Source: an optimization exercise on an open RTL-to-GDS flow (aim: small area). Production flows keep margins and buffers that such runs may drop. The RTL was checked by simulation tests, not by an equivalence proof against the original design.

Design primeFinder, start of the top module:
module primeFinder(clk, SW, KEYS, LEDR, HEX0, HEX1, HEX2, HEX3, HEX4, HEX5);
Size: about 600 cells after synthesis, ~67 I/O pins.
==> flow/config.mk <==
export PLATFORM = sky130hd
export DESIGN_NAME = primeFinder
export DESIGN_NICKNAME = primeFinder
export VERILOG_FILES = /design/flow/design.v
export SDC_FILE = /design/flow/constraint.sdc
export NUM_CORES = 4
export LEC_CHECK = 0
export ABC_AREA = 1
export ABC_CLOCK_PERIOD_IN_PS = 25000
export CAP_MARGIN = 20
export CORE_MARGIN = 2
export CORE_UTILIZATION = 65
export PLACE_DENSITY = 0.75
export SLEW_MARGIN = 20
==> flow/constraint.sdc <==
create_clock -name core_clock -period 25.0 [get_ports {clk}]
set_input_delay 5.0000 -clock core_clock [delete_from_list [all_inputs] [get_ports {clk}]]
set_output_delay 5.0000 -clock core_clock [all_outputs]
set_load 0.01 [all_outputs]
standard.sh (not shown) runs the stock make flow with config.mk's settings and CLKGATE_MAP_FILE= SYNTH_SCRIPT=/design/flow/synth_recipe.tcl, a recipe that flattens the netlist after the stock synthesis.
==> flow/flow/run.sh <==
#!/bin/bash
# Standard synthesis, then the combinational logic is re-mapped for area
# (flip-flops untouched), then the standard layout from floorplan on, with
# the smallest buffer on the ports. Each tool's output goes to its own log here.
set -euo pipefail
HERE=$(pwd)
R=$HERE/orfs/results/$FLOW_PLATFORM/primeFinder/base
bash standard.sh synth > std_synth.log 2>&1
cp $R/1_2_yosys.v $HERE/1_2_yosys.std.v
export RS_LIB=$FLOW_HOME/platforms/sky130hd/lib/sky130_fd_sc_hd__tt_025C_1v80.lib
export RS_SCRIPT=$HERE/flow/area.abc
export RS_IN=$HERE/1_2_yosys.std.v
export RS_OUT=$HERE/1_2_yosys.rs.v
export RS_STAT=$HERE/resynth_stat.txt
export RS_DONT_USE="$(cat $HERE/flow/dont_use.txt)"
yosys -c $HERE/flow/resynth.tcl > resynth.log 2>&1
cp $RS_OUT $R/1_2_yosys.v
rm -f $R/1_synth.odb $R/1_synth.sdc
bash standard.sh BUFFER_PORTS_ARGS="-buffer_cell sky130_fd_sc_hd__buf_1" CTS_ARGS="-sink_clustering_enable -sink_clustering_size 64 -sink_clustering_max_diameter 500 -buf_list sky130_fd_sc_hd__clkbuf_4 -root_buf sky130_fd_sc_hd__clkbuf_4 -dont_use_dummy_load -repair_clock_nets" finish > std_finish.log 2>&1
Other scripts of this flow, unchanged in this note and not shown: flow/flow/area.abc, flow/flow/dont_use.txt, flow/flow/resynth.tcl
The first run finished clean.
Then changed:
--- a/flow/config.mk
+++ b/flow/config.mk
@@ -10,5 +10,4 @@
 export CAP_MARGIN = 20
 export CORE_MARGIN = 2
-export CORE_UTILIZATION = 65
-export PLACE_DENSITY = 0.75
+export CORE_UTILIZATION = 40
 export SLEW_MARGIN = 20
Design area climbs by 1.2%.
Clock-buffer cell count does not change.
Maximum frequency is higher by 0.58%.
Setup slack improves by 0.12 ns.
Then changed:
--- a/flow/flow/run.sh
+++ b/flow/flow/run.sh
@@ -17,3 +17,3 @@
 cp $RS_OUT $R/1_2_yosys.v
 rm -f $R/1_synth.odb $R/1_synth.sdc
-bash standard.sh BUFFER_PORTS_ARGS="-buffer_cell sky130_fd_sc_hd__buf_1" CTS_ARGS="-sink_clustering_enable -sink_clustering_size 64 -sink_clustering_max_diameter 500 -buf_list sky130_fd_sc_hd__clkbuf_4 -root_buf sky130_fd_sc_hd__clkbuf_4 -dont_use_dummy_load -repair_clock_nets" finish > std_finish.log 2>&1
+bash standard.sh BUFFER_PORTS_ARGS="-buffer_cell sky130_fd_sc_hd__buf_1" CTS_ARGS="-sink_clustering_enable -sink_clustering_size 64 -sink_clustering_max_diameter 500 -buf_list sky130_fd_sc_hd__clkbuf_8 -root_buf sky130_fd_sc_hd__clkbuf_8 -dont_use_dummy_load -repair_clock_nets" finish > std_finish.log 2>&1
What happened: Hold slack improved by 0.0095 ns; via count barely changes; area after synthesis does not change; cell area is higher by 0.81%; wire length hardly moves.
Then changed:
--- a/flow/flow/run.sh
+++ b/flow/flow/run.sh
@@ -17,3 +17,3 @@
 cp $RS_OUT $R/1_2_yosys.v
 rm -f $R/1_synth.odb $R/1_synth.sdc
-bash standard.sh BUFFER_PORTS_ARGS="-buffer_cell sky130_fd_sc_hd__buf_1" CTS_ARGS="-sink_clustering_enable -sink_clustering_size 64 -sink_clustering_max_diameter 500 -buf_list sky130_fd_sc_hd__clkbuf_8 -root_buf sky130_fd_sc_hd__clkbuf_8 -dont_use_dummy_load -repair_clock_nets" finish > std_finish.log 2>&1
+bash standard.sh BUFFER_PORTS_ARGS="-buffer_cell sky130_fd_sc_hd__buf_1" CTS_ARGS="-sink_clustering_enable -sink_clustering_size 64 -sink_clustering_max_diameter 500 -buf_list sky130_fd_sc_hd__clkbuf_4 -root_buf sky130_fd_sc_hd__clkbuf_8 -dont_use_dummy_load -repair_clock_nets" finish > std_finish.log 2>&1
The changed run produced a clean layout. Wire length is unchanged. Global-route usage stays the same. Die area stays the same. Cell area stays the same. Final cell count stays the same. Setup slack does not change. Count of clock-buffer cells in the layout is unchanged.


ember:
Starting RTL as in the previous note.
clock: 25.0 ns
lec_check: 0
abc_area: 1
abc_clock_period_in_ps: 25000
cap_margin: 20
core_margin: 2
core_utilization: 40
slew_margin: 20
==> flow/flow/run.sh <==
#!/bin/bash
# Standard synthesis; then the combinational logic is re-mapped for area with a
# few ABC scripts (flip-flops untouched) and the smallest result is kept; then the
# standard layout from floorplan on, with the smallest buffer on the ports and a
# small clock tree. Each tool's output goes to its own log in this folder.
set -euo pipefail
HERE=$(pwd)
R=$HERE/orfs/results/$FLOW_PLATFORM/primeFinder/base
bash standard.sh synth > std_synth.log 2>&1
cp $R/1_2_yosys.v $HERE/1_2_yosys.std.v
export RS_LIB=$FLOW_HOME/platforms/sky130hd/lib/sky130_fd_sc_hd__tt_025C_1v80.lib
export RS_IN=$HERE/1_2_yosys.std.v
export RS_DONT_USE="$(cat $HERE/flow/dont_use.txt)"
for s in $HERE/flow/abc*.abc; do
  n=$(basename $s .abc)
  RS_SCRIPT=$s RS_OUT=$HERE/rs_$n.v RS_STAT=$HERE/rs_$n.stat \
    yosys -c $HERE/flow/resynth.tcl > resynth_$n.log 2>&1 &
done
wait
best=""; bestarea=""
for s in $HERE/flow/abc*.abc; do
  n=$(basename $s .abc)
  [ -f $HERE/rs_$n.v ] || continue
  a=$(awk '/Chip area/ {print $NF}' $HERE/rs_$n.stat)
  echo "$n $a" >> resynth_areas.txt
  if [ -z "$best" ] || awk -v a=$a -v b=$bestarea 'BEGIN{exit !(a<b)}'; then best=$n; bestarea=$a; fi
done
echo "chosen $best $bestarea" >> resynth_areas.txt
cp $HERE/rs_$best.v $R/1_2_yosys.v
rm -f $R/1_synth.odb $R/1_synth.sdc
bash standard.sh BUFFER_PORTS_ARGS="-buffer_cell sky130_fd_sc_hd__buf_1" CTS_ARGS="-sink_clustering_enable -sink_clustering_size 64 -sink_clustering_max_diameter 500 -buf_list sky130_fd_sc_hd__clkbuf_4 -root_buf sky130_fd_sc_hd__clkbuf_4 -dont_use_dummy_load -repair_clock_nets" finish > std_finish.log 2>&1
==> flow/flow/abc1.abc <==
strash
&get -n
&deepsyn -T 60
&put
dch -f
amap
==> flow/flow/abc2.abc <==
strash
&get -n
&deepsyn -T 30
&deepsyn -T 30 -S 3
&put
dch -f
amap
==> flow/flow/abc3.abc <==
strash
&get -n
&deepsyn -T 30
&deepsyn -T 30 -S 3
&put
dch -f
amap -m -F 2
==> flow/flow/abc4.abc <==
strash
dc2
&get -n
&deepsyn -T 30
&deepsyn -T 30 -S 3
&put
dch -f
amap
Other scripts of this flow, unchanged in this note and not shown: flow/flow/dont_use.txt, flow/flow/resynth.tcl
ember: done, clean on timing, DRC and antenna
What pepper does differently from ember at the input level:
--- a/flow/flow/run.sh
+++ b/flow/flow/run.sh
@@ -3,4 +3,4 @@
 # few ABC scripts (flip-flops untouched) and the smallest result is kept; then the
-# standard layout from floorplan on, with the smallest buffer on the ports and a
-# small clock tree. Each tool's output goes to its own log in this folder.
+# standard layout from floorplan on, with the smallest buffer on the ports, a
+# small clock tree and one tie cell for the constant outputs. Each tool's output goes to its own log in this folder.
 set -euo pipefail
@@ -13,2 +13,3 @@
 export RS_DONT_USE="$(cat $HERE/flow/dont_use.txt)"
+i=0
 for s in $HERE/flow/abc*.abc; do
@@ -17,2 +18,4 @@
     yosys -c $HERE/flow/resynth.tcl > resynth_$n.log 2>&1 &
+  i=$((i+1))
+  if [ $((i % 4)) -eq 0 ]; then wait; fi
 done
@@ -30,2 +33,2 @@
 rm -f $R/1_synth.odb $R/1_synth.sdc
-bash standard.sh BUFFER_PORTS_ARGS="-buffer_cell sky130_fd_sc_hd__buf_1" CTS_ARGS="-sink_clustering_enable -sink_clustering_size 64 -sink_clustering_max_diameter 500 -buf_list sky130_fd_sc_hd__clkbuf_4 -root_buf sky130_fd_sc_hd__clkbuf_4 -dont_use_dummy_load -repair_clock_nets" finish > std_finish.log 2>&1
+bash standard.sh SKIP_REPAIR_TIE_FANOUT=1 BUFFER_PORTS_ARGS="-buffer_cell sky130_fd_sc_hd__buf_1" CTS_ARGS="-sink_clustering_enable -sink_clustering_size 64 -sink_clustering_max_diameter 500 -buf_list {sky130_fd_sc_hd__clkbuf_2 sky130_fd_sc_hd__clkbuf_4} -root_buf sky130_fd_sc_hd__clkbuf_4 -dont_use_dummy_load -repair_clock_nets" finish > std_finish.log 2>&1
==> flow/flow/abc1.abc <==
strash
&get -n
&deepsyn -T 10
&put
dch -f
amap
==> flow/flow/abc10.abc (new file) <==
strash
&get -n
&deepsyn -T 10 -S 7
&deepsyn -T 10 -S 11
&put
dch -f
amap -m -F 2
==> flow/flow/abc2.abc <==
strash
&get -n
&deepsyn -T 10
&put
dch -f
amap -m -F 2
==> flow/flow/abc3.abc <==
strash
&get -n
&deepsyn -T 10
&deepsyn -T 10 -S 3
&put
dch -f
amap
==> flow/flow/abc4.abc <==
strash
&get -n
&deepsyn -T 10
&deepsyn -T 10 -S 3
&put
dch -f
amap -m -F 2
==> flow/flow/abc5.abc (new file) <==
strash
&get -n
&deepsyn -T 10 -S 3
&deepsyn -T 10 -S 5
&put
dch -f
amap
==> flow/flow/abc6.abc (new file) <==
strash
&get -n
&deepsyn -T 10 -S 3
&deepsyn -T 10 -S 5
&put
dch -f
amap -m -F 2
==> flow/flow/abc7.abc (new file) <==
strash
&get -n
&deepsyn -T 10 -S 1
&put
dch -f
amap
==> flow/flow/abc8.abc (new file) <==
strash
&get -n
&deepsyn -T 10 -S 1
&put
dch -f
amap -m -F 2
==> flow/flow/abc9.abc (new file) <==
strash
&get -n
&deepsyn -T 10 -S 7
&deepsyn -T 10 -S 11
&put
dch -f
amap
--- a/flow/config.mk
+++ b/flow/config.mk
@@ -11,3 +11,4 @@
 export CORE_MARGIN = 2
-export CORE_UTILIZATION = 40
+export CORE_UTILIZATION = 65
+export PLACE_DENSITY = 0.75
 export SLEW_MARGIN = 20
Findings:
Summary — post-detailed-route wirelength per cell, pepper relative to ember: higher, by about 8%.
Number of sequential storage elements of pepper is on par with ember.
Initial cell density of the core in pepper vs ember: up 25 points
Between ember and pepper, the flow reports average size of a mapped cell increasing slightly.
Reported for pepper and ember, largest driver fanout on the critical path turned out identical to the last digit.
Changes in amber relative to pepper:
--- a/flow/flow/run.sh
+++ b/flow/flow/run.sh
@@ -33,2 +33,2 @@
 rm -f $R/1_synth.odb $R/1_synth.sdc
-bash standard.sh SKIP_REPAIR_TIE_FANOUT=1 BUFFER_PORTS_ARGS="-buffer_cell sky130_fd_sc_hd__buf_1" CTS_ARGS="-sink_clustering_enable -sink_clustering_size 64 -sink_clustering_max_diameter 500 -buf_list {sky130_fd_sc_hd__clkbuf_2 sky130_fd_sc_hd__clkbuf_4} -root_buf sky130_fd_sc_hd__clkbuf_4 -dont_use_dummy_load -repair_clock_nets" finish > std_finish.log 2>&1
+bash standard.sh SKIP_REPAIR_TIE_FANOUT=1 BUFFER_PORTS_ARGS="-buffer_cell sky130_fd_sc_hd__buf_1" CTS_ARGS="-sink_clustering_enable -sink_clustering_size 64 -sink_clustering_max_diameter 500 -buf_list sky130_fd_sc_hd__clkbuf_4 -root_buf sky130_fd_sc_hd__clkbuf_4 -dont_use_dummy_load -repair_clock_nets" finish > std_finish.log 2>&1
--- outcome ---
Re highest fanout seen on the critical path: no difference whatsoever between amber and pepper. As far as time the final worst path needs with I/O delays and setup goes, pepper and amber are indistinguishable; the numbers are identical. Diff pepper..amber | number of multi-input logic gates | unchanged. Compared with pepper, in amber number of instances in the synthesized netlist roughly the same, clock insertion delay at the later pin of the skew report ~0 delta, initial antenna violation count about even.
> inputs changed (amber -> zinc)
==> flow/flow/abc11.abc (new file) <==
strash
&get -n
&dc2
&deepsyn -T 10 -S 0
&put
dch -f
amap
==> flow/flow/abc12.abc (new file) <==
strash
&get -n
&dc2
&deepsyn -T 10 -S 9
&put
dch -f
amap
==> flow/flow/abc13.abc (new file) <==
strash
&get -n
&dc2
&deepsyn -T 10 -S 10
&put
dch -f
amap
==> flow/flow/abc14.abc (new file) <==
strash
&get -n
&dc2
&deepsyn -T 10 -S 15
&put
dch -f
amap
[summary]
- From amber to zinc, final hold violation count did not move at all.
- ~same relative area of non-clock buffer cells in the final design in amber and zinc
- From zinc to amber, total count of max-transition violations in the final report did not move at all.
- Re post-placement cell area: no difference whatsoever between amber and zinc.
- Summary of zinc over amber: cell area stayed essentially flat.
- From zinc to amber, sequential portion of the cell area did not move at all.


Another version of the RTL of primeFinder (not shown whole).
Size in the first run: roughly 1600 cells after synthesis, roughly 63 flip-flops, about 67 I/O pins, roughly 0.0085 mm² of cells after synthesis.
clock: 25.0 ns
lec_check: 0
abc_area: 1
abc_clock_period_in_ps: 25000
cap_margin: 20
core_margin: 2
core_utilization: 40
slew_margin: 20
run.sh (not shown) runs the stock make flow with config.mk's settings and CLKGATE_MAP_FILE= SYNTH_SCRIPT=/design/flow/synth_recipe.tcl, a recipe that flattens the netlist after the stock synthesis.
Stock flow here: none of the scripts above is used.
The starting point finished with timing, DRC and antenna clean.
Rerun with:
==> flow/flow/run.sh (new file) <==
#!/bin/bash
# Standard layout, unchanged; logs kept in the work folder.
bash standard.sh > standard.log 2>&1
==> flow/standard.sh (new file) <==
#!/bin/bash
# synth_recipe.tcl (not shown) runs the flow's synth.tcl, then flattens the netlist and writes it again
# the make line also repeats each setting of config.mk as NAME=value (left out here)
make -C /OpenROAD-flow-scripts/flow DESIGN_CONFIG=/design/flow/config.mk WORK_HOME=/design/flow/orfs CLKGATE_MAP_FILE= SYNTH_SCRIPT=/design/flow/synth_recipe.tcl "${@:-finish}"
removed: flow/run.sh
What happened: Synthesized cell count stays the same. Utilization stays the same. Routed wire length stays the same. First-iteration DRC count does not change. Global-route usage does not change. Die area stays the same. Count of clock-buffer cells in the layout stays the same. Sequential share of layout area stays the same.


Starting RTL as in the previous note.
export LEC_CHECK = 0
export ABC_AREA = 1
export ABC_CLOCK_PERIOD_IN_PS = 25000
export CAP_MARGIN = 20
export CORE_MARGIN = 2
export CORE_UTILIZATION = 40
export SLEW_MARGIN = 20
create_clock -name core_clock -period 25.0 [get_ports {clk}]
standard.sh (not shown) runs the stock make flow with config.mk's settings and CLKGATE_MAP_FILE= SYNTH_SCRIPT=/design/flow/synth_recipe.tcl, a recipe that flattens the netlist after the stock synthesis.
==> flow/flow/run.sh <==
#!/bin/bash
# Standard synthesis, then the combinational logic is re-mapped for area
# (flip-flops untouched), then the standard layout from floorplan on, with
# the smallest buffer on the ports. Each tool's output goes to its own log here.
set -euo pipefail
HERE=$(pwd)
R=$HERE/orfs/results/$FLOW_PLATFORM/primeFinder/base
bash standard.sh synth > std_synth.log 2>&1
cp $R/1_2_yosys.v $HERE/1_2_yosys.std.v
export RS_LIB=$FLOW_HOME/platforms/sky130hd/lib/sky130_fd_sc_hd__tt_025C_1v80.lib
export RS_SCRIPT=$HERE/flow/area.abc
export RS_IN=$HERE/1_2_yosys.std.v
export RS_OUT=$HERE/1_2_yosys.rs.v
export RS_STAT=$HERE/resynth_stat.txt
export RS_DONT_USE="$(cat $HERE/flow/dont_use.txt)"
yosys -c $HERE/flow/resynth.tcl > resynth.log 2>&1
cp $RS_OUT $R/1_2_yosys.v
rm -f $R/1_synth.odb $R/1_synth.sdc
bash standard.sh BUFFER_PORTS_ARGS="-buffer_cell sky130_fd_sc_hd__buf_1" CTS_ARGS="-sink_clustering_enable -sink_clustering_size 64 -sink_clustering_max_diameter 500 -buf_list sky130_fd_sc_hd__clkbuf_4 -root_buf sky130_fd_sc_hd__clkbuf_4 -dont_use_dummy_load -repair_clock_nets" finish > std_finish.log 2>&1
Other scripts of this flow, unchanged in this note and not shown: flow/flow/area.abc, flow/flow/dont_use.txt, flow/flow/resynth.tcl
The starting point completed with no timing, DRC or antenna violations.
Next try:
--- a/flow/flow/run.sh
+++ b/flow/flow/run.sh
@@ -17,3 +17,3 @@
 cp $RS_OUT $R/1_2_yosys.v
 rm -f $R/1_synth.odb $R/1_synth.sdc
-bash standard.sh BUFFER_PORTS_ARGS="-buffer_cell sky130_fd_sc_hd__buf_1" CTS_ARGS="-sink_clustering_enable -sink_clustering_size 64 -sink_clustering_max_diameter 500 -buf_list sky130_fd_sc_hd__clkbuf_4 -root_buf sky130_fd_sc_hd__clkbuf_4 -dont_use_dummy_load -repair_clock_nets" finish > std_finish.log 2>&1
+bash standard.sh BUFFER_PORTS_ARGS="-buffer_cell sky130_fd_sc_hd__buf_1" finish > std_finish.log 2>&1
Effect: Setup slack gets better by 0.12 ns. Worst hold slack degrades by 0.012 ns. Sequential share of layout area decreases by 1.1 points. Area after synthesis is unchanged. Clock skew shrinks by 0.019 ns. Clock-buffer cell count came out higher by 4. Fmax is higher by 0.56%.

-- re-timing with driven ports --
The results above use ideal ports. As a check the final layouts listed here were re-extracted and re-timed, cells and wires unchanged. Step 1 sets driving cells, clkbuf_16 on the clock port and buf_2 on the other inputs (assumed; they add their load-dependent delay and slew). Step 2 moves the port delays by t, midway between the first and last clock arrival at a register: inputs arrive t later, outputs are due t later. That takes back most of the time a late clock gives input paths. a / b / c = no drivers / after step 1 / after step 2; a / b = the first two.
run | shift t [ns] | setup WS [ns] | worst hold slack (ns) | pins driven straight from the clock port
the first run of note 1 | 0.358 | 4.599 / 4.578 / 4.936 | 0.426 / 0.426 / 0.426 | 1
the second run of note 1 | 0.346 | 4.718 / 4.696 / 5.042 | 0.393 / 0.393 / 0.393 | 1
the third run of note 1 | 0.303 | 4.764 / 4.738 / 5.041 | 0.403 / 0.403 / 0.403 | 1
the fourth run of note 1 | 0.303 | 4.764 / 4.738 / 5.041 | 0.403 / 0.403 / 0.403 | 1
ember | 0.347 | 4.474 / 4.452 / 4.799 | 0.434 / 0.434 / 0.434 | 1
pepper | 0.358 | 4.267 / 4.244 / 4.602 | 0.401 / 0.401 / 0.401 | 1
amber | 0.358 | 4.267 / 4.244 / 4.602 | 0.401 / 0.401 / 0.401 | 1
zinc | 0.358 | 4.267 / 4.244 / 4.602 | 0.401 / 0.401 / 0.401 | 1
the first run of note 3 | 0.348 | 13.272 / 13.239 / 13.587 | 0.430 / 0.430 / 0.430 | 1
the second run of note 3 | 0.348 | 13.272 / 13.239 / 13.587 | 0.430 / 0.430 / 0.430 | 1
the first run of note 4 | 0.394 | 4.263 / 4.239 / 4.633 | 0.422 / 0.422 / 0.422 | 1
the second run of note 4 | 0.350 | 4.379 / 4.348 / 4.698 | 0.410 / 0.410 / 0.410 | 1
After both steps every run listed still meets setup and hold.
